Context: an optimization exercise on an open-source flow, tuned for a short achievable clock period and few clock cycles. The choices shown serve that exercise and are no tape-out recipe. Function was checked by simulation only, so behaviour that the tests miss may differ from the original. Power is estimated from default activity; no workload was simulated.

**flow/config.mk**
```make
export PLATFORM = sky130hd
export DESIGN_NAME = Pipeline_top
export DESIGN_NICKNAME = Pipeline_top
export VERILOG_FILES = /design/flow/design.v
export SDC_FILE = /design/flow/constraint.sdc
export NUM_CORES = 4
export LEC_CHECK = 0
export ABC_CLOCK_PERIOD_IN_PS = 2500
export CAP_MARGIN = 20
export CORE_MARGIN = 2
export CORE_UTILIZATION = 40
export PLACE_DENSITY = 0.6
export SETUP_SLACK_MARGIN = 5
export SLEW_MARGIN = 20
export TNS_END_PERCENT = 100
```
**flow/run.sh**
```bash
#!/bin/bash
# synth_recipe.tcl (not shown) runs the flow's synth.tcl, then flattens the netlist and writes it again
# the make line also repeats each setting of config.mk as NAME=value (left out here)
make -C /OpenROAD-flow-scripts/flow DESIGN_CONFIG=/design/flow/config.mk WORK_HOME=/design/flow/orfs CLKGATE_MAP_FILE= SYNTH_SCRIPT=/design/flow/synth_recipe.tcl finish
```
**flow/constraint.sdc**
```tcl
create_clock -name core_clock -period 8.0 [get_ports {clk}]
set_input_delay 1.6000 -clock core_clock [delete_from_list [all_inputs] [get_ports {clk}]]
set_output_delay 1.6000 -clock core_clock [all_outputs]
set_load 0.01 [all_outputs]
```
**flow/design.v**
```verilog
`timescale 1ns / 1ps
module Pipeline_top(clk,rst,imem_addr,imem_rdata,dmem_addr,dmem_wdata,dmem_we,dmem_rdata);
input clk,rst;
output [31:0] imem_addr;
input  [31:0] imem_rdata;
output [31:0] dmem_addr;
output [31:0] dmem_wdata;
output dmem_we;
input  [31:0] dmem_rdata;
localparam [6:0] OP_R = 7'b0110011, OP_I = 7'b0010011, OP_L = 7'b0000011,
                 OP_S = 7'b0100011, OP_B = 7'b1100011, OP_J = 7'b1101111;
wire        stall;           
wire        redir;           
wire [11:1] redir_lo;        
reg  [11:1] fpc;
wire [31:0] fi = imem_rdata;
assign imem_addr = {20'h00000, fpc, 1'b0};
wire f_jal  = (fi[6:0] == OP_J);
wire f_beq  = (fi[6:0] == OP_B);
wire f_take = f_jal | (f_beq & ((fi[19:15] == fi[24:20]) | fi[31]));
wire [11:1] f_seq = fpc + 11'd2;
wire [11:1] f_tgt_j = fpc + {fi[20], fi[30:21]};
wire [11:1] f_tgt_b = fpc + {fi[7], fi[30:25], fi[11:8]};
wire s_j = ~redir & ~stall & f_jal;
wire s_b = ~redir & ~stall & f_take & ~f_jal;
wire s_s = ~redir & ~stall & ~f_take;
wire s_h = ~redir & stall;
wire [11:1] fpc_n = ({11{redir}} & redir_lo) | ({11{s_h}} & fpc) |
                    ({11{s_j}} & f_tgt_j) | ({11{s_b}} & f_tgt_b) | ({11{s_s}} & f_seq);
always @(posedge clk or negedge rst)
  if (!rst) fpc <= 11'd0;
  else      fpc <= fpc_n;
reg        vD;           
reg [31:0] iD;
reg        ptD;          
reg        newD;         
reg [31:0] rpcS, rpcC;   
reg [31:0] altS, altC;   
always @(posedge clk or negedge rst)
  if (!rst) begin
    vD <= 1'b0; newD <= 1'b1; rpcS <= 32'h0; rpcC <= 32'h0;
  end else begin
    rpcS <= altS;
    rpcC <= altC;
    if (redir) begin
      vD <= 1'b0; newD <= 1'b1;
    end else if (!stall) begin
      vD <= 1'b1; newD <= 1'b0;
    end
  end
wire [6:0] opD = iD[6:0];
wire [4:0] rdD = iD[11:7];
wire [4:0] rs1D = iD[19:15];
wire [4:0] rs2D = iD[24:20];
wire [2:0] f3D = iD[14:12];
wire isR = (opD == OP_R);
wire isI = (opD == OP_I);
wire isL = (opD == OP_L);
wire isS = (opD == OP_S);
wire isB = (opD == OP_B);
wire isJ = (opD == OP_J);
wire [31:0] immI = {{20{iD[31]}}, iD[31:20]};
wire [31:0] immS = {{20{iD[31]}}, iD[31:25], iD[11:7]};
wire [31:0] immB = {{20{iD[31]}}, iD[7], iD[30:25], iD[11:8], 1'b0};
wire [31:0] immJ = {{12{iD[31]}}, iD[19:12], iD[20], iD[30:21], 1'b0};
reg  [31:0] pcS, pcC;
function [63:0] csa(input [31:0] x, input [31:0] y, input [31:0] z);
  reg [31:0] c;
  begin
    c = (x & y) | (x & z) | (y & z);
    csa = {x ^ y ^ z, c[30:0], 1'b0};
  end
endfunction
wire [31:0] offF = ptD ? (iD[3] ? immJ : immB) : 32'd4;    
wire [31:0] offA = ptD ? 32'd4 : immB;                      
wire [63:0] pcF2 = csa(pcS, pcC, offF);
wire [63:0] lnk2 = csa(pcS, pcC, 32'd4);
wire [63:0] alt2 = csa(pcS, pcC, offA);
always @(posedge clk)
  if (!stall) begin
    iD  <= fi;
    ptD <= f_take;
    pcS <= newD ? rpcS : pcF2[63:32];
    pcC <= newD ? rpcC : pcF2[31:0];
  end
reg  [31:0] rf [1:31];
reg         wrW;
reg  [4:0]  rdW;
reg  [31:0] resW;
always @(posedge clk)
  if (wrW) rf[rdW] <= resW;
wire [31:0] rd1 = (rs1D == 5'd0) ? 32'h0 : (wrW & (rdW == rs1D)) ? resW : rf[rs1D];
wire [31:0] rd2 = (rs2D == 5'd0) ? 32'h0 : (wrW & (rdW == rs2D)) ? resW : rf[rs2D];
wire use1 = isR | isI | isL | isS | isB;
wire use2 = isR | isS | isB;
wire wrD  = vD & (isR | isI | isL | isJ) & (rdD != 5'd0);
wire l_slt = (isR | isI) & (f3D == 3'b010);
wire l_or  = (isR | isI) & (f3D == 3'b110);
wire l_and = (isR | isI) & (f3D == 3'b111);
wire k_log = l_slt | l_or | l_and;
wire k_dif = isR & iD[30] & ~k_log;
wire k_sum = ~k_log & ~k_dif;
reg        wrE0, ldE0, stE0, brE0, sqE;
wire       wrE = wrE0 & ~sqE;
wire       ldE = ldE0 & ~sqE;
wire       stE = stE0 & ~sqE;
wire       brE = brE0 & ~sqE;
reg  [4:0] rdE;
reg        ksE, kdE, klE;
reg        wrM, ldM, stM;
reg  [4:0] rdM;
reg  [31:0] sumM, difM, logM;
reg        ksM, kdM, klM;
assign stall = vD & ldE & wrE & ((use1 & (rdE == rs1D)) | (use2 & (rdE == rs2D)));
wire go = vD & ~stall;
wire [31:0] resM   = ({32{ksM}} & sumM) | ({32{kdM}} & difM) | ({32{klM}} & logM);
wire [31:0] resW_n = ldM ? dmem_rdata : resM;
wire a_m  = use1 & ~isJ & wrE & (rdE == rs1D);
wire a_w  = use1 & wrM & (rdM == rs1D);
wire r2_m = use2 & wrE & (rdE == rs2D);
wire r2_w = use2 & wrM & (rdM == rs2D);
wire b_m  = r2_m & ~isS;
wire [31:0] aD  = isJ ? lnk2[63:32] : a_w ? resW_n : rd1;
wire [31:0] bD  = isJ ? lnk2[31:0] : (isI | isL) ? immI : isS ? immS : r2_w ? resW_n : rd2;
wire [31:0] sdD = r2_w ? resW_n : rd2;
reg [31:0] aE, bE, sdE;
reg        aR, aS, aDf, aL;         
reg        bR, bS, bDf, bL;         
reg        sR, sS, sDf, sL;         
reg        e_rr, e_sr, e_dr, e_lr, e_rs, e_rd, e_rl, e_mm;    
reg        andE, orE, sltE, ptE;
always @(posedge clk or negedge rst)
  if (!rst) begin
    wrE0 <= 1'b0; ldE0 <= 1'b0; stE0 <= 1'b0; brE0 <= 1'b0; sqE <= 1'b0;
  end else begin
    wrE0 <= go & wrD;
    ldE0 <= go & isL;
    stE0 <= go & isS;
    brE0 <= go & isB;
    sqE  <= redir;
  end
always @(posedge clk) begin
  rdE  <= rdD;
  ksE  <= k_sum;
  kdE  <= k_dif;
  klE  <= k_log;
  aE   <= aD;
  bE   <= bD;
  sdE  <= sdD;
  aR   <= ~a_m;
  aS   <= a_m & ksE;
  aDf  <= a_m & kdE;
  aL   <= a_m & klE;
  bR   <= ~b_m;
  bS   <= b_m & ksE;
  bDf  <= b_m & kdE;
  bL   <= b_m & klE;
  sR   <= ~r2_m;
  sS   <= r2_m & ksE;
  sDf  <= r2_m & kdE;
  sL   <= r2_m & klE;
  e_rr <= ~a_m & ~b_m;
  e_sr <= a_m & ksE & ~b_m;
  e_dr <= a_m & kdE & ~b_m;
  e_lr <= a_m & klE & ~b_m;
  e_rs <= ~a_m & b_m & ksE;
  e_rd <= ~a_m & b_m & kdE;
  e_rl <= ~a_m & b_m & klE;
  e_mm <= a_m & b_m;
  andE <= l_and;
  orE  <= l_or;
  sltE <= l_slt;
  ptE  <= ptD;
  altS <= alt2[63:32];
  altC <= alt2[31:0];
end
wire [31:0] A  = ({32{aR}} & aE) | ({32{aS}} & sumM) | ({32{aDf}} & difM) | ({32{aL}} & logM);
wire [31:0] B  = ({32{bR}} & bE) | ({32{bS}} & sumM) | ({32{bDf}} & difM) | ({32{bL}} & logM);
wire [31:0] SD = ({32{sR}} & sdE) | ({32{sS}} & sumM) | ({32{sDf}} & difM) | ({32{sL}} & logM);
wire [31:0] sum = A + B;
wire [31:0] dif = A - B;
wire        lt  = (A[31] ^ B[31]) ? A[31] : dif[31];
wire [31:0] lgc = ({32{andE}} & (A & B)) | ({32{orE}} & (A | B)) | {31'h0, sltE & lt};
wire eq = (e_rr & (aE == bE)) | (e_sr & (sumM == bE)) | (e_dr & (difM == bE)) | (e_lr & (logM == bE)) |
          (e_rs & (aE == sumM)) | (e_rd & (aE == difM)) | (e_rl & (aE == logM)) | e_mm;
assign redir = brE & (eq ^ ptE);
wire [11:0] alt_lo = altS[11:0] + altC[11:0];
assign redir_lo = alt_lo[11:1];
reg [31:0] sdM;
always @(posedge clk or negedge rst)
  if (!rst) begin
    wrM <= 1'b0; ldM <= 1'b0; stM <= 1'b0;
  end else begin
    wrM <= wrE; ldM <= ldE; stM <= stE;
  end
always @(posedge clk) begin
  rdM  <= rdE;
  ksM  <= ksE;
  kdM  <= kdE;
  klM  <= klE;
  sumM <= sum;
  difM <= dif;
  logM <= lgc;
  sdM  <= SD;
end
assign dmem_addr  = sumM;
assign dmem_wdata = sdM;
assign dmem_we    = stM;
always @(posedge clk or negedge rst)
  if (!rst) wrW <= 1'b0;
  else      wrW <= wrM;
always @(posedge clk) begin
  rdW  <= rdM;
  resW <= resW_n;
end
endmodule
```
==> results of run 1 <==
==> metrics by stage <==
stage / cells / instance area (um2)
floorplan: 5187 / 75900
global placement: 7405 / 78900
detailed placement: 7406 / 78900
CTS: 7930 / 88300
global route: 8015 / 89700
finish: 8016 / 89700
==> power breakdown <==
part / internal (mW) / total, mW / switching (mW)
Sequential: 10.2 / 11.8 / 1.68
Combinational: 2.32 / 5.15 / 2.83
Clock: 4.23 / 7.59 / 3.35
==> layout by cell type, fill, tap and decap left out, types with 140 or more instances in the layout <==
cell type  instances
buf_4            263
mux2i_1          155
edfxtp_1        1087
clkbuf_16        175
a22oi_1          175
xnor2_1          188
nor2_1           196
dfxtp_1          265
a21oi_1          140
nand2_1          227
mux4_2           544
inv_1            166
==> critical path, delay by kind of cell, from the launching register on <==
kind / cells / cell delay (ns)
AO/OA/AOI/OAI: 9 / 1.84
adder cells (fa/ha/maj): 2 / 0.58
buffers and inverters: 2 / 0.35
flip-flops: 1 / 0.40
AND/OR/NAND/NOR: 3 / 0.54
==> repair_timing <==
item	CTS	global route
setup endpoints to repair	599	228
buffers inserted	191	75
gates cloned	23	9
pin swaps	101	83
resized for setup	727	176
==> final timing paths <==
path / from / to / slack, ns / cells past startpoint
worst min-delay path: altS[23] / rpcS[23] / 0.32 / 0
min in group asynchronous: rst / rpcS[14] / 0.85 / 1
worst min register to register: altS[23] / rpcS[23] / 0.32 / 0
max in group asynchronous: rst / rpcC[23] / 5.99 / 2
worst max-delay path: aR / logM[0] / 4.19 / 16
worst max register to register: aR / logM[0] / 4.19 / 16
==> metal layers <==
metal	vias up	GRT usage (%)
li1	20400	-
met1	25900	35.7
met2	3016	41.7
met3	651	4.61
met4	0	11.9
met5	-	0
==> logic make-up (layout without fill, tap and decap cells) <==
group / count (synthesis) / after routing / synth area share (%)
buf+inv: 680 / 1011 / 3.96
simple gates: 722 / 724 / 4.40
fa+ha+maj: 214 / 214 / 4.19
mux: 779 / 779 / 19.5
flops: 1543 / 1543 / 56.0
compound gates: 893 / 893 / 8.04
other cells: 1 / 22 / 0.00498
xor+xnor: 335 / 335 / 3.90
==> final cells by class <==
cell class	count	share of cell area, %
Timing Repair Buffer	522	6.19
Clock buffer	234	5.20
Multi-Input combinational cell	2966	36.3
Sequential cell	1543	47.3
Clock inverter	76	0.749
Inverter	179	0.779
Tap cell	2495	3.48
Antenna cell	1	0.00279
==> sequential cells by signal (all words and copies together), names as in the netlist, 5 cells and up, named ones only <==
name and cells:
aE 32, altC 30, altS 32, bE 32, difM 32, fpc 11, iD 32, logM 32
pcC 30, pcS 32, rdE 5, rdM 5, rdW 5, resW 32, rf 992, rpcC 30
rpcS 32, sdE 32, sdM 32, sumM 31
==> notes.md, run 1 <==
DP HPWL -> 154000 um
Cell with the most instances after synthesis -> edfxtp_1
Routability congestion estimate from global placement -> 0.948
Initial antenna violation count -> 5
Post-Synthesis Mean Instance Area -> 14.6 um2
CTS tree -> yes
Vias in the first global route -> 48700
Area grow syn2layout -> 19.1%
Worst-margin pin slew -> 1.16 ns
IO Port Bufs -> 141
Top Metal Used -> met4
Max Clk Rate -> 0.262 GHz
Final worst-path cycle share -> 47.7%
Final nets -> 5658
Routed wire length -> 260000 um
Sequential cell area -> 0.0425 mm2
Core outline area -> 0.187 mm2
Status -> no timing/DRC/antenna violations
Die area -> 0.192 mm2
Post-Syn Area -> 0.0753 mm2
Crit end category -> flop
Max Slew Vio Count -> 0
CP startpoint kind -> flop
Starting Density -> 40.2%
Max_slew headroom -> 22.3%
EDFF count, synth -> 1087
CTS Sinks -> 1543
Final Total Pwr -> 24.6 mW
Pre-CTS WS -> 3.56 ns
Final setup fails -> 0
CTS clk-pin slew, worst paths -> 0.06 ns
CP peak stage delay -> 0.40 ns
Post-synth ARST share -> 5.44%
Instance count of the mapped netlist -> 5167
CP arrival -> 4.54 ns
H-tree depth -> 4
DRC Markers -> 0
Largest area contributor in the netlist -> edfxtp_1
Post-synthesis sequential element count -> 1543
Worst clock skew -> 0.0433 ns
Drt wl/cell -> 32.4 um
Row count -> 159
Metal2 WL -> 121000 um
RSZ-0062 raised after global routing -> true
Clock buffers created by TritonCTS -> 166
Skew-Pair Late Insertion Delay -> 0.83 ns
# fillers -> 15900
Final Util -> 47.9%
Fin crit period -> 3.81 ns
Pwr per Cell Area -> 274 mW/mm2
Share of the yosys chip area belonging to registers -> 56.0%
Pleak -> 31.8 nW
Setup TNS -> 0 ns
Synth area leaders -> edfxtp_1 (43%), mux4_2 (16%), dfxtp_1 (9.9%), dfrtp_1 (2.8%), ha_1 (2.5%)
Cell variety after synth -> 85
First-pass GRT wire length -> 363000 um
Worst-path fanout max -> 16
Top-area cell type share of the netlist area -> 43.3%
Worst Hold Class -> reg2reg
Via count -> 50000
Max-Cap Viols -> 0
Synth top cells by count -> edfxtp_1 (1087), mux4_2 (544), dfxtp_1 (372)
Final Hold Slack -> 0.323 ns
Yosys warnings -> 1
Crit Path Class -> reg2reg
Peak supply drop -> 0.240 mV
Hold Violations, Final -> 0
Setup slack after layout -> 4.19 ns
Die span in x -> 438 um
Antenna-violating nets left -> 0
Metal-1 WL -> 101000 um
Post-CTS Hold Buffers -> 0
Multi-input logic area -> 0.0326 mm2
CTS root buf -> clkbuf_16
Crit-path cells -> buf_6, a22oi_1, nand2_1, ha_2, a2111oi_4, o41ai_2, a211o_1, or3_1, a21oi_2, o211ai_1, buf_4, a2111o_1, o21ai_4, fa_2, nand2_1, o211ai_1
Starting DRC count in detailed routing -> 7116
GRT overflow -> 0
Detailed Routing Iterations Pass 1 -> 10
Largest net degree at the start of global routing -> 76
Metal3 WL -> 24100 um
Avg Vias per Cell -> 6.23
CTS max path bufs -> 3
Main synth FF type -> edfxtp_1
Total GRT Usage -> 26.4%
I/O pin cnt -> 163
Slowest cell on the critical path -> dfxtp_4
Fraction of layout cells with a size suffix above 1 -> 32.8%
Die height -> 438 um
Required time of the critical path -> 8.73 ns
Testbench counts, summed over its fixed seeds: cycles 19,944.
==> run 2: changes to the inputs <==
--- a/flow/design.v
+++ b/flow/design.v
@@ -97,23 +97,25 @@
 wire l_slt = (isR | isI) & (f3D == 3'b010);
 wire l_or  = (isR | isI) & (f3D == 3'b110);
 wire l_and = (isR | isI) & (f3D == 3'b111);
-wire k_log = l_slt | l_or | l_and;
-wire k_dif = isR & iD[30] & ~k_log;
-wire k_sum = ~k_log & ~k_dif;
+wire k_log = l_or | l_and;
+wire k_slt = l_slt;
+wire k_dif = isR & iD[30] & ~k_log & ~k_slt;
+wire k_sum = ~k_log & ~k_dif & ~k_slt;
 reg        wrE0, ldE0, stE0, brE0, sqE;
 wire       wrE = wrE0 & ~sqE;
 wire       ldE = ldE0 & ~sqE;
 wire       stE = stE0 & ~sqE;
 wire       brE = brE0 & ~sqE;
 reg  [4:0] rdE;
-reg        ksE, kdE, klE;
-reg        wrM, ldM, stM;
+reg        ksE, kdE, klE, ktE;
+reg        wrM, ldM;
 reg  [4:0] rdM;
 reg  [31:0] sumM, difM, logM;
-reg        ksM, kdM, klM;
+reg        sltM;
+reg        ksM, kdM, klM, ktM;
 assign stall = vD & ldE & wrE & ((use1 & (rdE == rs1D)) | (use2 & (rdE == rs2D)));
 wire go = vD & ~stall;
-wire [31:0] resM   = ({32{ksM}} & sumM) | ({32{kdM}} & difM) | ({32{klM}} & logM);
+wire [31:0] resM   = ({32{ksM}} & sumM) | ({32{kdM}} & difM) | ({32{klM}} & logM) | {31'h0, ktM & sltM};
 wire [31:0] resW_n = ldM ? dmem_rdata : resM;
 wire a_m  = use1 & ~isJ & wrE & (rdE == rs1D);
 wire a_w  = use1 & wrM & (rdM == rs1D);
@@ -123,12 +125,15 @@
 wire [31:0] aD  = isJ ? lnk2[63:32] : a_w ? resW_n : rd1;
 wire [31:0] bD  = isJ ? lnk2[31:0] : (isI | isL) ? immI : isS ? immS : r2_w ? resW_n : rd2;
 wire [31:0] sdD = r2_w ? resW_n : rd2;
+reg  [31:0] daddr, dwdata;
+reg         dwe;
 reg [31:0] aE, bE, sdE;
-reg        aR, aS, aDf, aL;         
-reg        bR, bS, bDf, bL;         
-reg        sR, sS, sDf, sL;         
-reg        e_rr, e_sr, e_dr, e_lr, e_rs, e_rd, e_rl, e_mm;    
-reg        andE, orE, sltE, ptE;
+reg [31:0] bEn;                     
+reg        aR, aS, aDf, aL, aT;     
+reg        bR, bS, bDf, bL, bT;     
+reg        sR, sS, sDf, sL, sT;     
+reg        e_rr, e_sr, e_dr, e_lr, e_tr, e_rs, e_rd, e_rl, e_rt, e_mm;    
+reg        andE, orE, ptE;
 always @(posedge clk or negedge rst)
   if (!rst) begin
     wrE0 <= 1'b0; ldE0 <= 1'b0; stE0 <= 1'b0; brE0 <= 1'b0; sqE <= 1'b0;
@@ -144,68 +149,84 @@
   ksE  <= k_sum;
   kdE  <= k_dif;
   klE  <= k_log;
+  ktE  <= k_slt;
   aE   <= aD;
   bE   <= bD;
+  bEn  <= ~bD;
   sdE  <= sdD;
   aR   <= ~a_m;
   aS   <= a_m & ksE;
   aDf  <= a_m & kdE;
   aL   <= a_m & klE;
+  aT   <= a_m & ktE;
   bR   <= ~b_m;
   bS   <= b_m & ksE;
   bDf  <= b_m & kdE;
   bL   <= b_m & klE;
+  bT   <= b_m & ktE;
   sR   <= ~r2_m;
   sS   <= r2_m & ksE;
   sDf  <= r2_m & kdE;
   sL   <= r2_m & klE;
+  sT   <= r2_m & ktE;
   e_rr <= ~a_m & ~b_m;
   e_sr <= a_m & ksE & ~b_m;
   e_dr <= a_m & kdE & ~b_m;
   e_lr <= a_m & klE & ~b_m;
+  e_tr <= a_m & ktE & ~b_m;
   e_rs <= ~a_m & b_m & ksE;
   e_rd <= ~a_m & b_m & kdE;
   e_rl <= ~a_m & b_m & klE;
+  e_rt <= ~a_m & b_m & ktE;
   e_mm <= a_m & b_m;
   andE <= l_and;
   orE  <= l_or;
-  sltE <= l_slt;
   ptE  <= ptD;
   altS <= alt2[63:32];
   altC <= alt2[31:0];
 end
-wire [31:0] A  = ({32{aR}} & aE) | ({32{aS}} & sumM) | ({32{aDf}} & difM) | ({32{aL}} & logM);
-wire [31:0] B  = ({32{bR}} & bE) | ({32{bS}} & sumM) | ({32{bDf}} & difM) | ({32{bL}} & logM);
-wire [31:0] SD = ({32{sR}} & sdE) | ({32{sS}} & sumM) | ({32{sDf}} & difM) | ({32{sL}} & logM);
+wire [31:0] A  = ({32{aR}} & aE) | ({32{aS}} & sumM) | ({32{aDf}} & difM) | ({32{aL}} & logM) | {31'h0, aT & sltM};
+wire [31:0] B  = ({32{bR}} & bE) | ({32{bS}} & sumM) | ({32{bDf}} & difM) | ({32{bL}} & logM) | {31'h0, bT & sltM};
+wire [31:0] Bn = ({32{bR}} & bEn) | ({32{bS}} & ~sumM) | ({32{bDf}} & ~difM) | ({32{bL}} & ~logM) |
+                 {{31{bT}}, bT & ~sltM};
+wire [31:0] SD = ({32{sR}} & sdE) | ({32{sS}} & sumM) | ({32{sDf}} & difM) | ({32{sL}} & logM) | {31'h0, sT & sltM};
 wire [31:0] sum = A + B;
-wire [31:0] dif = A - B;
+wire [31:0] dif = A + Bn + 32'd1;
 wire        lt  = (A[31] ^ B[31]) ? A[31] : dif[31];
-wire [31:0] lgc = ({32{andE}} & (A & B)) | ({32{orE}} & (A | B)) | {31'h0, sltE & lt};
+wire [31:0] lgc = ({32{andE}} & (A & B)) | ({32{orE}} & (A | B));
 wire eq = (e_rr & (aE == bE)) | (e_sr & (sumM == bE)) | (e_dr & (difM == bE)) | (e_lr & (logM == bE)) |
-          (e_rs & (aE == sumM)) | (e_rd & (aE == difM)) | (e_rl & (aE == logM)) | e_mm;
+          (e_tr & ({31'h0, sltM} == bE)) |
+          (e_rs & (aE == sumM)) | (e_rd & (aE == difM)) | (e_rl & (aE == logM)) |
+          (e_rt & (aE == {31'h0, sltM})) | e_mm;
 assign redir = brE & (eq ^ ptE);
 wire [11:0] alt_lo = altS[11:0] + altC[11:0];
 assign redir_lo = alt_lo[11:1];
-reg [31:0] sdM;
-always @(posedge clk or negedge rst)
-  if (!rst) begin
-    wrM <= 1'b0; ldM <= 1'b0; stM <= 1'b0;
-  end else begin
-    wrM <= wrE; ldM <= ldE; stM <= stE;
+always @(posedge clk or negedge rst)
+  if (!rst) begin
+    wrM <= 1'b0; ldM <= 1'b0;
+  end else begin
+    wrM <= wrE; ldM <= ldE;
   end
 always @(posedge clk) begin
   rdM  <= rdE;
   ksM  <= ksE;
   kdM  <= kdE;
   klM  <= klE;
+  ktM  <= ktE;
   sumM <= sum;
   difM <= dif;
   logM <= lgc;
-  sdM  <= SD;
+  sltM <= lt;
 end
-assign dmem_addr  = sumM;
-assign dmem_wdata = sdM;
-assign dmem_we    = stM;
+always @(posedge clk or negedge rst)
+  if (!rst) begin
+    daddr <= 32'h0; dwdata <= 32'h0; dwe <= 1'b0;
+  end else begin
+    daddr <= sum; dwdata <= SD; dwe <= stE;
+  end
+assign dmem_addr  = daddr;
+assign dmem_wdata = dwdata;
+assign dmem_we    = dwe;
 always @(posedge clk or negedge rst)
   if (!rst) wrW <= 1'b0;
   else      wrW <= wrM;
==> notes.md, run 2 <==
Status -> no timing/DRC/antenna violations
Row count -> 162
Cell with the most instances after synthesis -> edfxtp_1
CP startpoint kind -> flop
Number of cells on the worst reg-to-reg path -> 15
Crit Path Class -> reg2reg
Post-synthesis sequential element count -> 1615
Final setup fails -> 0
Yosys warnings -> 1
Cell variety after synth -> 77
Pwr per Cell Area -> 273 mW/mm2
Setup slack after layout -> 4.48 ns
Max reg flops -> 992
Post-Synthesis Mean Instance Area -> 14.3 um2
Placed insts -> 7769
Final Total Pwr -> 25.9 mW
Pre-CTS WS -> 3.38 ns
Die height -> 446 um
Max_slew headroom -> 17.9%
Worst r2r src -> bS
Worst clock skew -> 0.0423 ns
Via count -> 53100
Flop-to-flop setup slack -> 4.48 ns
H-tree depth -> 4
Commonest non-fill, non-tap cell in the layout -> edfxtp_1
GRT overflow -> 0
Clock power share -> 31.7%
Pleak -> 34.2 nW
Fraction of layout cells with a size suffix above 1 -> 34.2%
CTS max path bufs -> 3
Final Util -> 48.8%
Post-synth ARST share -> 9.16%
Fin crit period -> 3.52 ns
Initial antenna violation count -> 14
Non-Filler Instances -> 8422
Antenna-violating nets left -> 0
EDFF count, synth -> 1087
Max Clk Rate -> 0.284 GHz
Avg Vias per Cell -> 6.30
Clock buffers created by TritonCTS -> 172
Vias in the first global route -> 52600
Final nets -> 6006
Total GRT Usage -> 28.6%
Post-CTS Hold Buffers -> 0
Hold path depth -> 0
Internal -> 17.6 mW
Peak supply drop -> 0.199 mV
Switch share -> 32.0%
Post-Syn Area -> 0.0782 mm2
CTS Sinks -> 1615
CP arrival -> 4.26 ns
Setup TNS -> 0 ns
Worst-path fanout max -> 6
Area grow syn2layout -> 21.4%
Core outline area -> 0.195 mm2
Crit end category -> flop
Top-area cell type share of the netlist area -> 41.7%
CTS tree -> yes
CTS root buf -> clkbuf_16
Most frequent cells in the layout -> edfxtp_1 (1087), mux4_2 (556), nand2_1 (312)
Combinational power share -> 19.7%
Die span in x -> 446 um
Required time of the critical path -> 8.74 ns
Max Slew Vio Count -> 0
First-pass GRT wire length -> 401000 um
Largest Register -> rf
Routed wire length -> 291000 um
I/O pin cnt -> 163
Final worst-path cycle share -> 44.0%
Worst-margin pin slew -> 1.20 ns
Detailed Routing Iterations Pass 1 -> 8
Min-Delay Endpoint -> rpcS[12]
Skew-Pair Late Insertion Delay -> 0.86 ns
Drt wl/cell -> 34.5 um
Main synth FF type -> edfxtp_1
Instance count of the mapped netlist -> 5482
Starting Density -> 40.2%
Post-Layout Inst Area -> 0.0950 mm2
Seq pwr share -> 48.6%
RSZ-0062 raised after global routing -> true
CTS clk-pin slew, worst paths -> 0.06 ns
Net Sw Power -> 8.29 mW
Hold Violations, Final -> 0
Synth top cells by count -> edfxtp_1 (1087), mux4_2 (556), clkbuf_1 (391)
Reg2Reg Capture Point -> sltM
Max-Cap Viols -> 0
Share of the yosys chip area belonging to registers -> 56.2%
DP HPWL -> 173000 um
Worst Hold Class -> reg2reg
HP Start -> altS[12]
DRC Markers -> 0
Routability congestion estimate from global placement -> 1.03
Die area -> 0.199 mm2
Synth area leaders -> edfxtp_1 (42%), mux4_2 (16%), dfxtp_1 (9.7%), dfrtp_1 (4.7%), ha_1 (2.4%)
# fillers -> 16300
Placed Area -> 0.0823 mm2
Starting DRC count in detailed routing -> 6837
Largest area contributor in the netlist -> edfxtp_1
Largest net degree at the start of global routing -> 89
Final Hold Slack -> 0.317 ns
IO Port Bufs -> 141
==> run 2: cell count changes after synthesis, moves of 32 or more <==
cell,delta
nand2_1,+104
buf_2,-38
o21ai_0,+88
xor2_1,+64
dfrtp_1,+64
a211oi_1,-50
clkbuf_1,+62
xnor2_1,-71
or3_1,+32
a21oi_1,-46
==> run 2: worst max-delay path by stage <==
stage | to | startpoint | cells past startpoint | slack, ns
floorplan | fpc[11] | imem_rdata[8] | 11 | 4.43
global placement | bE[5] | flop | 9 | 3.39
detailed placement | bE[5] | flop | 9 | 3.38
CTS | difM[30] | bS | 16 | 4.62
global route | sumM[30] | bS | 17 | 4.52
finish | sltM | bS | 15 | 4.48
==> run 2: routing by layer <==
layer / wire, um / GRT usage (%) / part of all wire, % / vias to the layer above
met5: 60 / 0 / 0.021 / -
met2: 139000 / 45.9 / 48 / 3199
met1: 104000 / 34.9 / 36 / 27400
li1: - / - / - / 21600
met4: 21600 / 18.1 / 7.4 / 10
met3: 26700 / 6.43 / 9.2 / 893
==> run 2: worst max-delay path, cell delays in order (launching register included) <==
cell,delay [ns]
dfxtp_4,0.36
buf_12,0.15
inv_16,0.10
buf_12,0.13
o22ai_2,0.08
or3_4,0.35
ha_4,0.28
o21a_1,0.14
o31a_1,0.31
o31ai_4,0.12
a21oi_2,0.23
o211ai_1,0.14
a31o_2,0.29
a311oi_4,0.31
nor3_2,0.08
o31a_1,0.29
==> run 2: kinds of logic (layout without fill, tap and decap cells) <==
kind of cell    after synthesis  count (layout)  share of synthesized area [%]
other cells                   1              29                        0.00479
mux                         799             799                           19.2
fa+ha+maj                   213             213                           4.01
xor+xnor                    328             328                           3.67
buf+inv                     673            1041                           3.42
compound gates              950             950                           8.07
flops                      1615            1615                           56.2
simple gates                903             905                           5.41
==> run 2: power groups by stage <==
stage	clock network [mW]	registers (mW)	logic [mW]
after floorplan	0	11.4	3.02
after global placement	0	12.6	4.09
after detailed placement	0	12.7	4.12
after CTS	8.28	12.5	4.70
after global routing	8.62	12.7	5.40
final	8.21	12.6	5.11
==> run 2: cell type report <==
| type | instances | area (um2) | share of cell area, % |
|---|---|---|---|
| antenna | 8 | 20.0 | 0.0211 |
| clock buffer | 235 | 4840 | 5.10 |
| clock inverter | 84 | 918 | 0.967 |
| inverter | 159 | 654 | 0.689 |
| multi-input combinational | 3216 | 34600 | 36.4 |
| sequential | 1615 | 44200 | 46.6 |
| tap | 2542 | 3180 | 3.35 |
| timing repair buffer | 559 | 6480 | 6.83 |
| timing repair inverter | 4 | 37.5 | 0.0395 |
==> run 2: what timing repair did <==
item                       in CTS  in global routing
cloned                         41                 12
pin swaps                     176                127
setup buffers                 192                 81
resized for setup             942                282
setup endpoints to repair     532                316
Testbench counts of run 2, summed over its fixed seeds: cycles 19,944.
==> run 3: changes to the inputs <==
--- a/flow/config.mk
+++ b/flow/config.mk
@@ -5,11 +5,10 @@
 export SDC_FILE = /design/flow/constraint.sdc
 export NUM_CORES = 4
 export LEC_CHECK = 0
-export ABC_CLOCK_PERIOD_IN_PS = 2500
 export CAP_MARGIN = 20
 export CORE_MARGIN = 2
 export CORE_UTILIZATION = 40
-export PLACE_DENSITY = 0.6
+export PLACE_DENSITY = 0.75
 export SETUP_SLACK_MARGIN = 5
 export SLEW_MARGIN = 20
 export TNS_END_PERCENT = 100
==> notes.md, run 3 <==
Status -> no timing/DRC/antenna violations
Most frequent cells in the layout -> edfxtp_1 (1087), mux4_2 (556), nand2_1 (317)
Starting DRC count in detailed routing -> 8812
CP Launch Point -> bDf
# fillers -> 15700
Flop-to-flop setup slack -> 4.45 ns
Max-Cap Viols -> 0
CTS clk-pin slew, worst paths -> 0.07 ns
Die height -> 446 um
Largest Register -> rf
DRC Markers -> 0
Worst r2r src -> bDf
Pwr per Cell Area -> 272 mW/mm2
Crit end category -> flop
Starting Density -> 40.2%
Skew-Pair Late Insertion Delay -> 0.87 ns
Worst-path fanout max -> 7
Synth area leaders -> edfxtp_1 (42%), mux4_2 (16%), dfxtp_1 (9.7%), dfrtp_1 (4.7%), ha_1 (2.4%)
Non-Filler Instances -> 8443
Drt wl/cell -> 35.1 um
Peak supply drop -> 0.215 mV
Hold Violations, Final -> 0
Largest area contributor in the netlist -> edfxtp_1
Final Hold Slack -> 0.323 ns
Sequential cell area -> 0.0442 mm2
CTS root buf -> clkbuf_16
Largest net degree at the start of global routing -> 114
Row count -> 162
Share of the yosys chip area belonging to registers -> 56.2%
Final worst-path cycle share -> 44.3%
RSZ-0062 raised after global routing -> true
CTS Sinks -> 1615
First-pass GRT wire length -> 404000 um
Synth top cells by count -> edfxtp_1 (1087), mux4_2 (556), clkbuf_1 (391)
Worst Hold Class -> reg2reg
I/O pin cnt -> 163
Crit Path Class -> reg2reg
Post-synthesis sequential element count -> 1615
CP startpoint kind -> flop
CP arrival -> 4.28 ns
Worst clock skew -> 0.0353 ns
Post-Synthesis Mean Instance Area -> 14.3 um2
Cell with the most instances after synthesis -> edfxtp_1
Setup slack after layout -> 4.45 ns
Clock buffers created by TritonCTS -> 163
Worst-margin pin slew -> 1.22 ns
Routed wire length -> 296000 um
Yosys warnings -> 1
Multi-input logic area -> 0.0345 mm2
Routability congestion estimate from global placement -> 1.05
Core outline area -> 0.195 mm2
Fraction of layout cells with a size suffix above 1 -> 34.1%
Max Clk Rate -> 0.282 GHz
Max_slew headroom -> 18.2%
IO Port Bufs -> 141
Max reg flops -> 992
Total GRT Usage -> 28.5%
Instance count of the mapped netlist -> 5482
EDFF count, synth -> 1087
Post-Syn Area -> 0.0782 mm2
DP HPWL -> 171000 um
Fin crit period -> 3.55 ns
Setup TNS -> 0 ns
Initial antenna violation count -> 12
Avg Vias per Cell -> 6.56
CTS max path bufs -> 3
Top-area cell type share of the netlist area -> 41.7%
GRT overflow -> 0
Required time of the critical path -> 8.74 ns
Pleak -> 34.3 nW
CTS tree -> yes
Final Util -> 48.9%
Via count -> 55400
Main synth FF type -> edfxtp_1
H-tree depth -> 4
HP Start -> altC[28]
Area grow syn2layout -> 21.7%
Die area -> 0.199 mm2
Final setup fails -> 0
Detailed Routing Iterations Pass 1 -> 12
Post-synth ARST share -> 9.16%
Placed insts -> 7783
Cell variety after synth -> 77
Die span in x -> 446 um
Final nets -> 6034
Pre-CTS WS -> 3.61 ns
Vias in the first global route -> 54200
Commonest non-fill, non-tap cell in the layout -> edfxtp_1
Max Slew Vio Count -> 0
Antenna-violating nets left -> 0
==> run 3: changes by cell type in the layout (fill, tap and decap cells not counted), moves of 14 or more <==
cell / previous run / this run
dfxtp_2: 131 / 116
dfxtp_1: 222 / 237
mux2i_4: 16 / 30
buf_4: 245 / 267
==> run 3: worst max-delay path: stages (launching register included) <==
cell	delay [ns]
dfxtp_4	0.39
buf_12	0.18
a22oi_2	0.20
nand4_1	0.21
ha_4	0.27
inv_2	0.06
fa_2	0.22
nor2b_2	0.06
o21a_1	0.19
o21a_1	0.22
a41o_1	0.28
nor3b_4	0.33
o221ai_4	0.18
o21ai_4	0.24
a21oi_2	0.11
o311ai_2	0.28
==> run 3: kinds of logic (layout without fill, tap and decap cells) <==
logic type,count (synthesis),count (layout),synth area share [%]
multiplexers,799,799,19.2
other,1,29,0.00479
AO/OA/AOI/OAI,950,950,8.07
AND/OR/NAND/NOR,903,904,5.41
XOR/XNOR,328,328,3.67
flip-flops,1615,1615,56.2
buffers and inverters,673,1063,3.42
adder cells (fa/ha/maj),213,213,4.01
==> run 3: area by class of cell <==
| class | instances | share of cell area [%] |
|---|---|---|
| repair buffers | 600 | 7.32 |
| inverters | 159 | 0.688 |
| well taps | 2542 | 3.34 |
| flip-flops and latches | 1615 | 46.5 |
| multi-input cells | 3215 | 36.3 |
| diodes | 8 | 0.0210 |
| repair inverters | 1 | 0.0118 |
| clock buffers | 214 | 4.79 |
| clock inverters | 89 | 1.10 |
==> run 3: what timing repair did <==
item | in CTS | in global routing
setup endpoints to repair | 431 | 310
pin swaps | 118 | 132
hold buffers | 0 | 0
cloned | 39 | 15
gates resized for setup | 886 | 349
buffers inserted | 157 | 137
hold endpoints to repair | 0 | 0
==> run 3: worst paths after layout <==
check	to	cells past startpoint
worst max-delay path	daddr[30]	15
worst min-delay path	rpcC[28]	0
worst max register to register	daddr[30]	15
worst min register to register	rpcC[28]	0
max in group asynchronous	fpc[7]	2
min in group asynchronous	daddr[19]	1
==> run 3: routing by layer <==
layer  wire [um]  track usage [%]
met5          71                0
met4       28500             20.9
met3       36400             7.90
met2      136000             44.9
met1       95100             33.3
==> run 3: per-stage QoR <==
stage / area, um2 / total power [mW]
final: 95200 / 25.9
after global routing: 95200 / 26.6
after CTS: 92300 / 25.2
after detailed placement: 82400 / 16.8
after global placement: 82400 / 16.7
after floorplan: 78700 / 14.4
==> run 3: power by group <==
| group | internal, mW | switching, mW |
|---|---|---|
| registers | 10.6 | 2.07 |
| clock network | 4.68 | 3.44 |
| logic | 2.32 | 2.82 |
==> run 4: changes to the inputs <==
--- a/flow/design.v
+++ b/flow/design.v
@@ -12,6 +12,9 @@
 wire        stall;           
 wire        redir;           
 wire [11:1] redir_lo;        
+wire        redD;            
+wire [11:1] redD_lo;
+wire        fz;              
 reg  [11:1] fpc;
 wire [31:0] fi = imem_rdata;
 assign imem_addr = {20'h00000, fpc, 1'b0};
@@ -21,11 +24,12 @@
 wire [11:1] f_seq = fpc + 11'd2;
 wire [11:1] f_tgt_j = fpc + {fi[20], fi[30:21]};
 wire [11:1] f_tgt_b = fpc + {fi[7], fi[30:25], fi[11:8]};
-wire s_j = ~redir & ~stall & f_jal;
-wire s_b = ~redir & ~stall & f_take & ~f_jal;
-wire s_s = ~redir & ~stall & ~f_take;
+wire s_d = ~redir & redD;
+wire s_j = ~redir & ~redD & ~stall & f_jal;
+wire s_b = ~redir & ~redD & ~stall & f_take & ~f_jal;
+wire s_s = ~redir & ~redD & ~stall & ~f_take;
 wire s_h = ~redir & stall;
-wire [11:1] fpc_n = ({11{redir}} & redir_lo) | ({11{s_h}} & fpc) |
+wire [11:1] fpc_n = ({11{redir}} & redir_lo) | ({11{s_d}} & redD_lo) | ({11{s_h}} & fpc) |
                     ({11{s_j}} & f_tgt_j) | ({11{s_b}} & f_tgt_b) | ({11{s_s}} & f_seq);
 always @(posedge clk or negedge rst)
   if (!rst) fpc <= 11'd0;
@@ -40,9 +44,9 @@
   if (!rst) begin
     vD <= 1'b0; newD <= 1'b1; rpcS <= 32'h0; rpcC <= 32'h0;
   end else begin
-    rpcS <= altS;
-    rpcC <= altC;
-    if (redir) begin
+    rpcS <= redir ? altS : alt2[63:32];
+    rpcC <= redir ? altC : alt2[31:0];
+    if (redir | redD) begin
       vD <= 1'b0; newD <= 1'b1;
     end else if (!stall) begin
       vD <= 1'b1; newD <= 1'b0;
@@ -133,6 +137,8 @@
 reg        bR, bS, bDf, bL, bT;     
 reg        sR, sS, sDf, sL, sT;     
 reg        e_rr, e_sr, e_dr, e_lr, e_tr, e_rs, e_rd, e_rl, e_rt, e_mm;    
+reg [31:0] nbE;                     
+reg        aiE;                     
 reg        andE, orE, ptE;
 always @(posedge clk or negedge rst)
   if (!rst) begin
@@ -141,7 +147,7 @@
     wrE0 <= go & wrD;
     ldE0 <= go & isL;
     stE0 <= go & isS;
-    brE0 <= go & isB;
+    brE0 <= go & isB & ~fz;
     sqE  <= redir;
   end
 always @(posedge clk) begin
@@ -153,6 +159,8 @@
   aE   <= aD;
   bE   <= bD;
   bEn  <= ~bD;
+  nbE  <= ~immI + 32'd1;
+  aiE  <= isI & k_sum;
   sdE  <= sdD;
   aR   <= ~a_m;
   aS   <= a_m & ksE;
@@ -190,8 +198,9 @@
 wire [31:0] Bn = ({32{bR}} & bEn) | ({32{bS}} & ~sumM) | ({32{bDf}} & ~difM) | ({32{bL}} & ~logM) |
                  {{31{bT}}, bT & ~sltM};
 wire [31:0] SD = ({32{sR}} & sdE) | ({32{sS}} & sumM) | ({32{sDf}} & difM) | ({32{sL}} & logM) | {31'h0, sT & sltM};
-wire [31:0] sum = A + B;
-wire [31:0] dif = A + Bn + 32'd1;
+wire [31:0] sum, dif;
+add32 u_sum (.a(A), .b(B),  .ci(1'b0), .s(sum));
+add32 u_dif (.a(A), .b(Bn), .ci(1'b1), .s(dif));
 wire        lt  = (A[31] ^ B[31]) ? A[31] : dif[31];
 wire [31:0] lgc = ({32{andE}} & (A & B)) | ({32{orE}} & (A | B));
 wire eq = (e_rr & (aE == bE)) | (e_sr & (sumM == bE)) | (e_dr & (difM == bE)) | (e_lr & (logM == bE)) |
@@ -199,6 +208,12 @@
           (e_rs & (aE == sumM)) | (e_rd & (aE == difM)) | (e_rl & (aE == logM)) |
           (e_rt & (aE == {31'h0, sltM})) | e_mm;
 assign redir = brE & (eq ^ ptE);
+wire eqn = (aR & (aE == nbE)) | (aS & (sumM == nbE)) | (aDf & (difM == nbE)) | (aL & (logM == nbE)) |
+           (aT & ({31'h0, sltM} == nbE));
+assign fz = vD & isB & ~stall & (kdE | aiE) & (((rs2D == 5'd0) & a_m) | ((rs1D == 5'd0) & r2_m));
+assign redD = fz & ((kdE ? eq : eqn) ^ ptD);
+wire [11:0] altD_lo = alt2[43:32] + alt2[11:0];
+assign redD_lo = altD_lo[11:1];
 wire [11:0] alt_lo = altS[11:0] + altC[11:0];
 assign redir_lo = alt_lo[11:1];
 always @(posedge clk or negedge rst)
@@ -235,3 +250,9 @@
   resW <= resW_n;
 end
 endmodule
+module add32(a, b, ci, s);
+input  [31:0] a, b;
+input         ci;
+output [31:0] s;
+assign s = a + b + {31'h0, ci};
+endmodule
--- a/flow/config.mk
+++ b/flow/config.mk
@@ -5,10 +5,13 @@
 export SDC_FILE = /design/flow/constraint.sdc
 export NUM_CORES = 4
 export LEC_CHECK = 0
+export ABC_CLOCK_PERIOD_IN_PS = 2500
 export CAP_MARGIN = 20
 export CORE_MARGIN = 2
 export CORE_UTILIZATION = 40
-export PLACE_DENSITY = 0.75
+export PLACE_DENSITY = 0.6
 export SETUP_SLACK_MARGIN = 5
 export SLEW_MARGIN = 20
+export SYNTH_HIERARCHICAL = 1
+export SYNTH_MINIMUM_KEEP_SIZE = 0
 export TNS_END_PERCENT = 100
==> notes.md, run 4 <==
Post-synthesis mux area share -> 18.6%
Most frequent cells in the layout -> edfxtp_1 (1087), mux4_2 (564), nand2_1 (352)
Die height -> 458 um
Commonest non-fill, non-tap cell in the layout -> edfxtp_1
H-tree depth -> 4
Max Slew Vio Count -> 0
Metal3 WL -> 33100 um
Pleak -> 35.5 nW
Crit Path Class -> reg2reg
Top Metal Used -> met5
Antenna-violating nets left -> 0
Yosys warnings -> 7
Avg Vias per Cell -> 6.37
Post-Synthesis Mean Instance Area -> 13.9 um2
CTS clk-pin slew, worst paths -> 0.06 ns
Share of the yosys chip area belonging to registers -> 54.2%
Crit-path cells -> buf_12, a222oi_1, o221ai_2, fa_2, fa_2, a21oi_4, o2111ai_4, nand2_4, o22ai_4, a211oi_4, o32ai_2, xor2_1
Pwr per Cell Area -> 283 mW/mm2
Crit-path most repeated cell -> fa_2
DP HPWL -> 190000 um
Synth Area in XOR/XNOR -> 5.16%
Final nets -> 6433
Flop-to-flop setup slack -> 4.18 ns
Largest area contributor in the netlist -> edfxtp_1
Synth area leaders -> edfxtp_1 (40%), mux4_2 (15%), dfxtp_1 (10%), dfrtp_1 (4.5%), xnor2_1 (2.8%)
Largest net degree at the start of global routing -> 69
Row count -> 166
Cell with the most instances after synthesis -> edfxtp_1
Max_slew headroom -> 20.6%
CTS root buf -> clkbuf_16
Slowest cell on the critical path -> a222oi_1
DRC Markers -> 0
Fin crit period -> 3.82 ns
Crit end category -> flop
GRT overflow -> 0
Setup slack after layout -> 4.18 ns
Die span in x -> 458 um
Fraction of layout cells with a size suffix above 1 -> 34.6%
Core outline area -> 0.205 mm2
Placed Area -> 0.0856 mm2
Hold Violations, Final -> 0
CTS max path bufs -> 3
Worst clock skew -> 0.0381 ns
Vias in the first global route -> 56500
Max-Cap Viols -> 0
Setup TNS -> 0 ns
Final worst-path cycle share -> 47.7%
Synth top cells by count -> edfxtp_1 (1087), mux4_2 (564), dfxtp_1 (411)
Detailed Routing Iterations Pass 1 -> 10
First-pass GRT wire length -> 438000 um
Final setup fails -> 0
CTS tree -> yes
Routability congestion estimate from global placement -> 1.11
Worst-path fanout max -> 4
Skew-Pair Late Insertion Delay -> 0.88 ns
EDFF count, synth -> 1087
Via count -> 57500
Post-Layout Inst Area -> 0.0997 mm2
Post-synthesis compound-gate area fraction -> 8.07%
Max Clk Rate -> 0.262 GHz
Pre-CTS WS -> 3.48 ns
Starting Density -> 40.2%
CP arrival -> 4.56 ns
Metal2 WL -> 146000 um
Post-synth ARST share -> 8.99%
Critical path's top delay family -> compound AO/OA/AOI/OAI gates
Post-Syn Area -> 0.0823 mm2
CP Launch Point -> bT
Area grow syn2layout -> 21.2%
Routed wire length -> 320000 um
Main synth FF type -> edfxtp_1
Drt wl/cell -> 35.5 um
Worst-margin pin slew -> 1.19 ns
I/O pin cnt -> 163
Required time of the critical path -> 8.74 ns
RSZ-0062 raised after global routing -> true
Fraction of the mapped netlist area in simple logic gates -> 6.36%
Clock buffers created by TritonCTS -> 179
Peak supply drop -> 0.232 mV
Total GRT Usage -> 29.7%
Die area -> 0.209 mm2
HP Start -> rdE[4]
CP peak stage delay -> 0.76 ns
Synth Area in Adders -> 3.63%
# fillers -> 17200
Metal-1 WL -> 116000 um
Largest family of logic cells by synthesized area -> multiplexers
Post-CTS Hold Buffers -> 0
Largest Register -> rf
Worst r2r src -> bT
Cell variety after synth -> 91
CP startpoint kind -> flop
Post-synthesis sequential element count -> 1646
Worst Hold Class -> reg2reg
Max reg flops -> 992
Initial antenna violation count -> 18
CTS Sinks -> 1646
Top-area cell type share of the netlist area -> 39.7%
Final Hold Slack -> 0.396 ns
Worst Path Buf+Inv -> 1
Starting DRC count in detailed routing -> 7727
IO Port Bufs -> 141
Instance count of the mapped netlist -> 5918
Status -> no timing/DRC/antenna violations
## run 4: where the power goes
group	total, mW	internal [mW]	switching, mW	leakage (nW)
sequential	13.2	10.8	2.37	15.2
combinational	6.32	2.93	3.38	17.3
clock	8.66	4.97	3.69	2.99
total	28.2	18.7	9.45	35.5
## run 4: modules after synthesis (local to each module, per instance)
module        times used  cells inside  cell area (um2)  flip-flops and latches
Pipeline_top           1          5460            79000                    1646
add32                  2           229             1650                       0
## run 4: per-stage QoR
step           std cells  total power [mW]  util (%)
5_1_grt             9012              29.0      48.7
3_3_place_gp        8308              18.1      41.8
2_1_floorplan       5939              15.5         -
3_5_place_dp        8308              18.1      41.8
4_1_cts             8874              27.4      47.2
6_report            9020              28.2      48.7
## run 4: cells by family after synthesis
logic type,count (synthesis)
other,2
muxes,810
buffers and inverters,676
adders and majority gates,199
DFF,1646
xor gates and xnor gates,485
AOI/OAI and AO/OA,999
and+or+nand+nor,1101
## run 4: cell type report
type	instances	area [um2]	share of cell area (%)
Multi-Input combinational cell	3619	37400	37.6
Sequential cell	1646	45100	45.3
Tap cell	2688	3360	3.37
Timing Repair Buffer	613	7150	7.17
Inverter	109	449	0.450
Clock buffer	231	4950	4.97
Antenna cell	9	22.5	0.0226
Clock inverter	105	1210	1.21
## run 4: timing repair
action,4_1_cts,5_1_grt
gates resized for setup,1054,404
setup buffers,191,119
gates cloned,39,18
setup endpoints to repair,525,351
pin swaps,134,158
## run 4: final timing paths
kind,cells past startpoint,endpoint
max in group asynchronous,2,fpc[4]
hold reg to reg,0,rdM[4]
min in group asynchronous,1,daddr[15]
hold / removal,0,rdM[4]
setup / recovery,12,difM[30]
setup reg to reg,12,difM[30]
## run 4: routing by layer
layer / up-vias / GRT usage [%]
li1: 23200 / -
met1: 29600 / 37.1
met2: 3723 / 46.0
met3: 1024 / 7.60
met4: 12 / 18.7
met5: - / 0
Testbench counts of run 4, summed over its fixed seeds: cycles 19,546.
==> run 5: changes to the inputs <==
--- a/flow/design.v
+++ b/flow/design.v
@@ -12,9 +12,6 @@
 wire        stall;           
 wire        redir;           
 wire [11:1] redir_lo;        
-wire        redD;            
-wire [11:1] redD_lo;
-wire        fz;              
 reg  [11:1] fpc;
 wire [31:0] fi = imem_rdata;
 assign imem_addr = {20'h00000, fpc, 1'b0};
@@ -24,12 +21,11 @@
 wire [11:1] f_seq = fpc + 11'd2;
 wire [11:1] f_tgt_j = fpc + {fi[20], fi[30:21]};
 wire [11:1] f_tgt_b = fpc + {fi[7], fi[30:25], fi[11:8]};
-wire s_d = ~redir & redD;
-wire s_j = ~redir & ~redD & ~stall & f_jal;
-wire s_b = ~redir & ~redD & ~stall & f_take & ~f_jal;
-wire s_s = ~redir & ~redD & ~stall & ~f_take;
+wire s_j = ~redir & ~stall & f_jal;
+wire s_b = ~redir & ~stall & f_take & ~f_jal;
+wire s_s = ~redir & ~stall & ~f_take;
 wire s_h = ~redir & stall;
-wire [11:1] fpc_n = ({11{redir}} & redir_lo) | ({11{s_d}} & redD_lo) | ({11{s_h}} & fpc) |
+wire [11:1] fpc_n = ({11{redir}} & redir_lo) | ({11{s_h}} & fpc) |
                     ({11{s_j}} & f_tgt_j) | ({11{s_b}} & f_tgt_b) | ({11{s_s}} & f_seq);
 always @(posedge clk or negedge rst)
   if (!rst) fpc <= 11'd0;
@@ -44,9 +40,9 @@
   if (!rst) begin
     vD <= 1'b0; newD <= 1'b1; rpcS <= 32'h0; rpcC <= 32'h0;
   end else begin
-    rpcS <= redir ? altS : alt2[63:32];
-    rpcC <= redir ? altC : alt2[31:0];
-    if (redir | redD) begin
+    rpcS <= altS;
+    rpcC <= altC;
+    if (redir) begin
       vD <= 1'b0; newD <= 1'b1;
     end else if (!stall) begin
       vD <= 1'b1; newD <= 1'b0;
@@ -93,8 +89,17 @@
 reg  [31:0] resW;
 always @(posedge clk)
   if (wrW) rf[rdW] <= resW;
-wire [31:0] rd1 = (rs1D == 5'd0) ? 32'h0 : (wrW & (rdW == rs1D)) ? resW : rf[rs1D];
-wire [31:0] rd2 = (rs2D == 5'd0) ? 32'h0 : (wrW & (rdW == rs2D)) ? resW : rf[rs2D];
+reg  [31:1] oh1, oh2;
+reg  [31:0] rfr1, rfr2;
+integer ri;
+always @* begin
+  rfr1 = 32'h0;
+  rfr2 = 32'h0;
+  for (ri = 1; ri < 32; ri = ri + 1) begin
+    rfr1 = rfr1 | ({32{oh1[ri]}} & rf[ri]);
+    rfr2 = rfr2 | ({32{oh2[ri]}} & rf[ri]);
+  end
+end
 wire use1 = isR | isI | isL | isS | isB;
 wire use2 = isR | isS | isB;
 wire wrD  = vD & (isR | isI | isL | isJ) & (rdD != 5'd0);
@@ -122,13 +127,44 @@
 wire [31:0] resM   = ({32{ksM}} & sumM) | ({32{kdM}} & difM) | ({32{klM}} & logM) | {31'h0, ktM & sltM};
 wire [31:0] resW_n = ldM ? dmem_rdata : resM;
 wire a_m  = use1 & ~isJ & wrE & (rdE == rs1D);
-wire a_w  = use1 & wrM & (rdM == rs1D);
 wire r2_m = use2 & wrE & (rdE == rs2D);
-wire r2_w = use2 & wrM & (rdM == rs2D);
 wire b_m  = r2_m & ~isS;
-wire [31:0] aD  = isJ ? lnk2[63:32] : a_w ? resW_n : rd1;
-wire [31:0] bD  = isJ ? lnk2[31:0] : (isI | isL) ? immI : isS ? immS : r2_w ? resW_n : rd2;
-wire [31:0] sdD = r2_w ? resW_n : rd2;
+wire f_J  = (fi[6:0] == OP_J);
+wire f_IL = (fi[6:0] == OP_I) | (fi[6:0] == OP_L);
+wire f_S  = (fi[6:0] == OP_S);
+wire n_J  = stall ? isJ : f_J;
+wire n_IL = stall ? (isI | isL) : f_IL;
+wire n_S  = stall ? isS : f_S;
+wire n_fw1 = wrE & (stall ? (rdE == rs1D) : (rdE == fi[19:15]));
+wire n_fw2 = wrE & (stall ? (rdE == rs2D) : (rdE == fi[24:20]));
+wire n_wt1 = wrM & (stall ? (rdM == rs1D) : (rdM == fi[19:15]));
+wire n_wt2 = wrM & (stall ? (rdM == rs2D) : (rdM == fi[24:20]));
+reg sa_j, sa_w, sa_t, sa_r;              
+reg sb_j, sb_i, sb_s, sb_w, sb_t, sb_r;  
+reg sd_w, sd_t, sd_r;                    
+always @(posedge clk) begin
+  if (!stall) begin
+    oh1 <= (32'h1 << fi[19:15]) >> 1;
+    oh2 <= (32'h1 << fi[24:20]) >> 1;
+  end
+  sa_j <= n_J;
+  sa_w <= ~n_J & n_fw1;
+  sa_t <= ~n_J & ~n_fw1 & n_wt1;
+  sa_r <= ~n_J & ~n_fw1 & ~n_wt1;
+  sb_j <= n_J;
+  sb_i <= n_IL;
+  sb_s <= n_S;
+  sb_w <= ~n_J & ~n_IL & ~n_S & n_fw2;
+  sb_t <= ~n_J & ~n_IL & ~n_S & ~n_fw2 & n_wt2;
+  sb_r <= ~n_J & ~n_IL & ~n_S & ~n_fw2 & ~n_wt2;
+  sd_w <= n_fw2;
+  sd_t <= ~n_fw2 & n_wt2;
+  sd_r <= ~n_fw2 & ~n_wt2;
+end
+wire [31:0] aD  = ({32{sa_j}} & lnk2[63:32]) | ({32{sa_w}} & resW_n) | ({32{sa_t}} & resW) | ({32{sa_r}} & rfr1);
+wire [31:0] bD  = ({32{sb_j}} & lnk2[31:0]) | ({32{sb_i}} & immI) | ({32{sb_s}} & immS) |
+                  ({32{sb_w}} & resW_n) | ({32{sb_t}} & resW) | ({32{sb_r}} & rfr2);
+wire [31:0] sdD = ({32{sd_w}} & resW_n) | ({32{sd_t}} & resW) | ({32{sd_r}} & rfr2);
 reg  [31:0] daddr, dwdata;
 reg         dwe;
 reg [31:0] aE, bE, sdE;
@@ -137,8 +173,6 @@
 reg        bR, bS, bDf, bL, bT;     
 reg        sR, sS, sDf, sL, sT;     
 reg        e_rr, e_sr, e_dr, e_lr, e_tr, e_rs, e_rd, e_rl, e_rt, e_mm;    
-reg [31:0] nbE;                     
-reg        aiE;                     
 reg        andE, orE, ptE;
 always @(posedge clk or negedge rst)
   if (!rst) begin
@@ -147,7 +181,7 @@
     wrE0 <= go & wrD;
     ldE0 <= go & isL;
     stE0 <= go & isS;
-    brE0 <= go & isB & ~fz;
+    brE0 <= go & isB;
     sqE  <= redir;
   end
 always @(posedge clk) begin
@@ -159,8 +193,6 @@
   aE   <= aD;
   bE   <= bD;
   bEn  <= ~bD;
-  nbE  <= ~immI + 32'd1;
-  aiE  <= isI & k_sum;
   sdE  <= sdD;
   aR   <= ~a_m;
   aS   <= a_m & ksE;
@@ -208,12 +240,6 @@
           (e_rs & (aE == sumM)) | (e_rd & (aE == difM)) | (e_rl & (aE == logM)) |
           (e_rt & (aE == {31'h0, sltM})) | e_mm;
 assign redir = brE & (eq ^ ptE);
-wire eqn = (aR & (aE == nbE)) | (aS & (sumM == nbE)) | (aDf & (difM == nbE)) | (aL & (logM == nbE)) |
-           (aT & ({31'h0, sltM} == nbE));
-assign fz = vD & isB & ~stall & (kdE | aiE) & (((rs2D == 5'd0) & a_m) | ((rs1D == 5'd0) & r2_m));
-assign redD = fz & ((kdE ? eq : eqn) ^ ptD);
-wire [11:0] altD_lo = alt2[43:32] + alt2[11:0];
-assign redD_lo = altD_lo[11:1];
 wire [11:0] alt_lo = altS[11:0] + altC[11:0];
 assign redir_lo = alt_lo[11:1];
 always @(posedge clk or negedge rst)
==> notes.md, run 5 <==
CP startpoint kind -> flop
Antenna-violating nets left -> 0
IO Port Bufs -> 141
Post-Synthesis Mean Instance Area -> 13.0 um2
CTS root buf -> clkbuf_16
Pleak -> 32.3 nW
Routability congestion estimate from global placement -> 1.01
Critical path's top delay family -> compound AO/OA/AOI/OAI gates
GRT overflow -> 0
Die span in x -> 437 um
Setup TNS -> 0 ns
Largest net degree at the start of global routing -> 124
Skew-Pair Late Insertion Delay -> 0.87 ns
Top-area cell type share of the netlist area -> 46.0%
DRC Markers -> 0
Crit-path cells -> buf_12, clkinvlp_4, buf_6, buf_12, o22ai_2, a2111o_1, ha_4, a21o_1, buf_4, a21oi_2, a211oi_4, nor2_4, buf_4, buf_6, nor3_2, nor4_2, xnor2_1
Post-synth ARST share -> 8.81%
CP Launch Point -> bS
Commonest non-fill, non-tap cell in the layout -> edfxtp_1
Worst clock skew -> 0.0806 ns
CTS tree -> yes
CP arrival -> 4.31 ns
Pre-CTS WS -> 3.14 ns
CP Capture Point -> difM[22]
Crit end category -> flop
Cell variety after synth -> 90
Cell with the most instances after synthesis -> edfxtp_1
Instance count on the critical path -> 17
Starting DRC count in detailed routing -> 14300
Area grow syn2layout -> 19.0%
Vias in the first global route -> 58500
Pwr per Cell Area -> 298 mW/mm2
Required time of the critical path -> 8.68 ns
Worst Hold Class -> reg2reg
Core outline area -> 0.186 mm2
Flop-to-flop setup slack -> 4.37 ns
Final nets -> 6204
Worst Path Buf+Inv -> 7
Peak supply drop -> 0.202 mV
CTS clk-pin slew, worst paths -> 0.06 ns
Fin crit period -> 3.63 ns
Initial antenna violation count -> 10
Worst-path fanout max -> 7
First-pass GRT wire length -> 480000 um
Final worst-path cycle share -> 45.3%
Yosys warnings -> 7
Placed insts -> 8084
Starting Density -> 40.3%
Die area -> 0.191 mm2
Synth top cells by count -> edfxtp_1 (1149), a22oi_1 (521), clkbuf_1 (446)
Worst r2r src -> bS
Setup slack after layout -> 4.37 ns
CP peak stage delay -> 0.41 ns
Non-Filler Instances -> 8595
Main synth FF type -> edfxtp_1
Share of the yosys chip area belonging to registers -> 61.2%
Hold Violations, Final -> 0
Largest Register -> rf
Slowest cell on the critical path -> a2111o_1
Drt wl/cell -> 41.6 um
Via count -> 62200
Avg Vias per Cell -> 7.24
Row count -> 158
RSZ-0062 raised after global routing -> true
H-tree depth -> 4
Post-Syn Area -> 0.0749 mm2
Synth area leaders -> edfxtp_1 (46%), dfxtp_1 (10%), a22oi_1 (5.2%), dfrtp_1 (4.9%), a221oi_1 (3.8%)
I/O pin cnt -> 163
Total GRT Usage -> 36.0%
Final setup fails -> 0
Final Util -> 48.0%
Max Slew Vio Count -> 0
Most frequent cells in the layout -> edfxtp_1 (1149), a22oi_1 (514), a221oi_1 (297)
Status -> no timing/DRC/antenna violations
Clock buffers created by TritonCTS -> 176
Fraction of layout cells with a size suffix above 1 -> 20.5%
Die height -> 437 um
Max-Cap Viols -> 0
Post-synthesis sequential element count -> 1679
Final Total Pwr -> 26.6 mW
Max_slew headroom -> 19.2%
Hold path depth -> 0
Reg2Reg Capture Point -> difM[22]
Instance count of the mapped netlist -> 5782
Worst-margin pin slew -> 1.20 ns
DP HPWL -> 210000 um
Max Clk Rate -> 0.276 GHz
Number of cells on the worst reg-to-reg path -> 17
# fillers -> 16200
Routed wire length -> 357000 um
Crit Path Class -> reg2reg
Max reg flops -> 992
CTS max path bufs -> 3
EDFF count, synth -> 1149
CTS Sinks -> 1679
Detailed Routing Iterations Pass 1 -> 13
Largest area contributor in the netlist -> edfxtp_1
==> run 5: cell count changes after synthesis, sizes merged, moves of 128 or more <==
| cell | previous run | this run |
|---|---|---|
| buf | 324 | 80 |
| xnor2 | 267 | 99 |
| a221oi | 1 | 328 |
| a22o | 3 | 290 |
| mux4 | 564 | 0 |
| nor2 | 283 | 144 |
| a22oi | 198 | 521 |
| a222oi | 35 | 163 |
| clkbuf | 243 | 447 |
| a21oi | 254 | 67 |
==> run 5: Yosys stat by module, one instance, submodules excluded <==
module        copies in the design  cells inside  cell area, um2
Pipeline_top                     1          5318           71600
add32                            2           232            1670
==> run 5: cell families (layout without fill, tap and decap cells) <==
kind of cell / count (synthesis) / count (layout) / synth area share [%]
xor+xnor: 340 / 340 / 3.98
compound gates: 1729 / 1729 / 18.6
flops: 1679 / 1679 / 61.2
buf+inv: 674 / 977 / 3.52
other cells: 2 / 32 / 0.0100
simple gates: 1056 / 1056 / 7.28
mux: 120 / 120 / 1.71
fa+ha+maj: 182 / 182 / 3.69
==> run 5: final cells by class <==
class	instances	area, um2	area share [%]
Sequential cell	1679	46000	51.6
Antenna cell	9	22.5	0.0253
Tap cell	2480	3100	3.48
Timing Repair inverter	3	27.5	0.0309
Clock inverter	95	1080	1.21
Inverter	147	592	0.664
Multi-Input combinational cell	3450	28800	32.3
Clock buffer	233	4850	5.44
Timing Repair Buffer	499	4660	5.23
==> run 5: layer usage <==
| layer | global-route usage (%) | routed length, um | vias up |
|---|---|---|---|
| met3 | 14.9 | 60500 | 1587 |
| met1 | 47.6 | 128000 | 30600 |
| met5 | 0 | 226 | - |
| li1 | - | - | 23400 |
| met4 | 22.7 | 29100 | 18 |
| met2 | 48.4 | 139000 | 6555 |
==> run 5: worst min-delay path by stage <==
stage | startpoint | end
finish | altC[12] | rpcC[12]
global route | altS[19] | rpcS[19]
CTS | altS[0] | rpcS[0]
detailed placement | altC[21] | rpcC[21]
global placement | altS[24] | rpcS[24]
floorplan | altC[12] | rpcC[12]
==> run 5: where the power goes <==
group / total, mW / switching (mW) / internal [mW]
Clock: 8.44 / 3.68 / 4.76
Sequential: 12.7 / 1.66 / 11.0
Combinational: 5.46 / 3.41 / 2.04
==> run 5: through the flow <==
| step | instance area (um2) | hold slack [ns] |
|---|---|---|
| 4_1_cts | 87800 | 0.325 |
| 5_1_grt | 89200 | 0.329 |
| 3_3_place_gp | 79300 | 0.316 |
| 6_report | 89200 | 0.311 |
| 3_5_place_dp | 79300 | 0.320 |
| 2_1_floorplan | 75200 | 0.316 |
==> run 5: what timing repair did <==
action	CTS	global route
setup endpoints to repair	522	196
setup buffers	89	66
hold endpoints to repair	0	0
hold buffers	0	0
gates resized for setup	745	196
pin swaps	81	82
gates cloned	16	2
Testbench counts of run 5, summed over its fixed seeds: cycles 19,944.

-- port drivers added, routing unchanged --
The flow's constraints put no driver on any port. The routed layouts listed below were extracted and timed again, unchanged, in two steps. Step 1: set_driving_cell puts a clkbuf_16 on clk and a buf_2 on each other input, an assumption about the parent block. Step 2, shift: input delay + t, output delay - t, t = (earliest + latest rising clock arrival at the registers) / 2. This alone moves slack from input paths to output paths. Slacks: ideal / step 1 / step 2; pairs: ideal / step 1.
run | t (ns) | setup slack, ns | worst setup path after step 2 | worst data-port slew with drivers (ns) | cell pins on the clock port's net
run 1 | 0.905 | 4.186 / 4.186 / 4.086 | input to register | 0.07 | 1
run 2 | 0.929 | 4.479 / 4.479 / 4.000 | input to register | 0.06 | 1
run 3 | 0.935 | 4.455 / 4.455 / 3.983 | input to register | 0.08 | 1
run 4 | 0.952 | 4.183 / 4.183 / 3.692 | input to register | 0.05 | 1
run 5 | 0.911 | 4.373 / 4.373 / 4.109 | input to register | 0.15 | 1
After both steps setup and hold are still met in every run listed. The setup slack of run 4, which loses most, moves by 0.000 ns with the drivers and by -0.491 ns with both steps.
